Context: an optimization exercise on an open-source flow, tuned for small area. The choices shown serve that exercise and are no tape-out recipe.
In this exercise RTL edits were held to simulation tests only and were not proved equivalent to the original. The flow treats the clock pin as an ideal source, which a real chip does not have.

run B:
Design ram, start of the top module:
module ram
#(parameter logHeight = 5)  
(bytein, byteout, adr, rwn, clock);
    input logic [7:0] bytein;
    input logic [logHeight+1:0] adr;
    input logic rwn, clock;
    output logic [7:0] byteout;
    localparam N  = 2**(logHeight+2);
    localparam NS = N + 1;           
    localparam NG = NS / 3;          
    logic [7:0] mem [N-1:0];
    logic                 pend_we;
    logic [logHeight+1:0] pend_adr;
    logic [7:0]           pend_data;
    logic [3*NG-1:0] rsel;
    always_comb begin
        rsel = '0;
        for (int i = 0; i < N; i++)
            rsel[i] = rwn & (adr == i);
        rsel[N] = ~rwn;
    end
    logic [7:0] nextout;
    genvar b, g;
    generate
        for (b = 0; b < 8; b++) begin : bit_g
            logic [3*NG-1:0] src;
            logic [NG-1:0]   leaf_n;
            for (g = 0; g < N; g++) begin : src_g
                assign src[g] = mem[g][b];
            end
            assign src[N] = byteout[b];    
            for (g = 0; g < NG; g++) begin : grp_g
                rd_aoi3 u (
                    .a(src[3*g+2:3*g]),
                    .s(rsel[3*g+2:3*g]),
                    .y(leaf_n[g]));
            end
            assign nextout[b] = ~&leaf_n;
        end
    endgenerate
  ...
Size in the first run: roughly 1900 cells after synthesis, about 1000 flip-flops, roughly 0.037 mm2 of cells after synthesis.
==> module ram, before the edit <==
module ram
#(parameter logHeight = 5)  
(bytein, byteout, adr, rwn, clock);
    input logic [7:0] bytein;
    input logic [logHeight+1:0] adr;
    input logic rwn, clock;
    output logic [7:0] byteout;
    localparam N  = 2**(logHeight+2);
    localparam NS = N + 1;           
    localparam NG = NS / 3;          
    logic [7:0] mem [N-1:0];
    logic                 pend_we;
    logic [logHeight+1:0] pend_adr;
    logic [7:0]           pend_data;
    logic [3*NG-1:0] rsel;
    always_comb begin
        rsel = '0;
        for (int i = 0; i < N; i++)
            rsel[i] = rwn & (adr == i);
        rsel[N] = ~rwn;
    end
    logic [7:0] nextout;
    genvar b, g;
    generate
        for (b = 0; b < 8; b++) begin : bit_g
            logic [3*NG-1:0] src;
            logic [NG-1:0]   leaf_n;
            for (g = 0; g < N; g++) begin : src_g
                assign src[g] = mem[g][b];
            end
            assign src[N] = byteout[b];    
            for (g = 0; g < NG; g++) begin : grp_g
                rd_aoi3 u (
                    .a(src[3*g+2:3*g]),
                    .s(rsel[3*g+2:3*g]),
                    .y(leaf_n[g]));
            end
            assign nextout[b] = ~&leaf_n;
        end
    endgenerate
    always_ff @(posedge clock) begin
        pend_we   <= ~rwn;
        pend_adr  <= adr;
        pend_data <= bytein;
        if (pend_we)
            mem[pend_adr] <= pend_data;
        byteout <= nextout;
    end
endmodule
clock: 10.0 ns
lec_check: 0
cap_margin: 20
core_margin: 2
core_utilization: 35
slew_margin: 20
synth_hierarchical: 1
synth_minimum_keep_size: 0
standard.sh (not shown) runs the stock make flow with config.mk's settings and CLKGATE_MAP_FILE= SYNTH_SCRIPT=/design/flow/synth_recipe.tcl, a recipe that flattens the netlist after the stock synthesis.
==> flow/flow/run.sh <==
#!/bin/bash
# Standard layout, but a leaner clock tree: no dummy loads, and larger sink
# clusters driven by clkbuf_16 (the flip-flop clock slew stays near 100 ps).
# Ports are buffered with the smallest buffer.
set -euo pipefail
export CTS_ARGS="-sink_clustering_enable -repair_clock_nets -dont_use_dummy_load -buf_list sky130_fd_sc_hd__clkbuf_16 -sink_clustering_size 30 -sink_clustering_max_diameter 100"
export BUFFER_PORTS_ARGS="-buffer_cell sky130_fd_sc_hd__buf_1"
bash standard.sh finish > standard_flow.log 2>&1
Run B | status: complete | timing, DRC, antenna: pass
> inputs changed (run B -> run D)
==> flow/design.v, changed modules only <==
module rd_aoi2 (a, s, y);
    input  logic [1:0] a, s;
    output logic y;
    assign y = ~((a[0] & s[0]) | (a[1] & s[1]));
endmodule
module ram
#(parameter logHeight = 5)  
(bytein, byteout, adr, rwn, clock);
    input logic [7:0] bytein;
    input logic [logHeight+1:0] adr;
    input logic rwn, clock;
    output logic [7:0] byteout;
    localparam N  = 2**(logHeight+2);
    localparam NG = (N + 2) / 3;    
    logic [7:0] mem [N-1:0];
    logic                 pend_we;
    logic [logHeight+1:0] pend_adr;
    logic [7:0]           pend_data;
    logic [3*NG-1:0] rsel;
    always_comb begin
        rsel = '0;
        for (int i = 0; i < N; i++)
            rsel[i] = (adr == i);
    end
    logic [7:0] rdata;
    genvar b, g;
    generate
        for (b = 0; b < 8; b++) begin : bit_g
            logic [NG-1:0] leaf_n;
            for (g = 0; g < NG; g++) begin : grp_g
                if (3*g + 2 < N) begin : full_g
                    rd_aoi3 u (
                        .a({mem[3*g+2][b], mem[3*g+1][b], mem[3*g][b]}),
                        .s(rsel[3*g+2:3*g]),
                        .y(leaf_n[g]));
                end else begin : part_g
                    rd_aoi2 u (
                        .a({mem[3*g+1][b], mem[3*g][b]}),
                        .s(rsel[3*g+1:3*g]),
                        .y(leaf_n[g]));
                end
            end
            assign rdata[b] = ~&leaf_n;
        end
    endgenerate
    always_ff @(posedge clock) begin
        pend_we   <= ~rwn;
        pend_adr  <= adr;
        pend_data <= bytein;
        if (pend_we)
            mem[pend_adr] <= pend_data;
        if (rwn)
            byteout <= rdata;
    end
endmodule
Results
On clock-pin transition on the worst setup and hold timing paths, run D tracks run B almost exactly. Run D and run B ended up with nearly the same met3 track utilization from global routing. Between run D and run B, the difference in area after synthesis is negligible. Run D against run B: simple-gate share of the synthesized area went down, clock network latency to the later pin of the worst-skew pair did not really move, proportion of layout cells with a drive suffix above 1 went up. The run showing the smaller required time of the critical path is run D.

[re-timing with driven ports]
The results above use ideal ports. As a check the final layouts listed here were re-extracted and re-timed, cells and wires unchanged. Step 1: set_driving_cell puts a clkbuf_16 on clock and a buf_2 on each other input, an assumption about the parent block. Step 2 adds t to the input delays and takes it off the output delays; t is the mean of the earliest and latest rising clock arrival at the registers after step 1. Input paths then give back, and output paths get back, about the clock's delay inside the block. Slacks: no drivers / after step 1 / after step 2; pairs: no drivers / after step 1.
| run | t (ns) | setup slack, ns | hold WS [ns] | latest minus earliest clock arrival (ns) | worst register clock-pin slew, ns |
|---|---|---|---|---|---|
| run B | 0.657 | 4.716 / 4.603 / 3.946 | 0.657 / 0.657 / 0.657 | 0.052 / 0.051 | 0.12 / 0.12 |
| run D | 0.676 | 4.717 / 4.687 / 4.011 | 0.682 / 0.682 / 0.682 | 0.034 / 0.034 | 0.12 / 0.12 |
After both steps every run listed still meets setup and hold. The setup slack of run B, which loses most, moves by -0.113 ns with the drivers and by -0.770 ns with both steps.
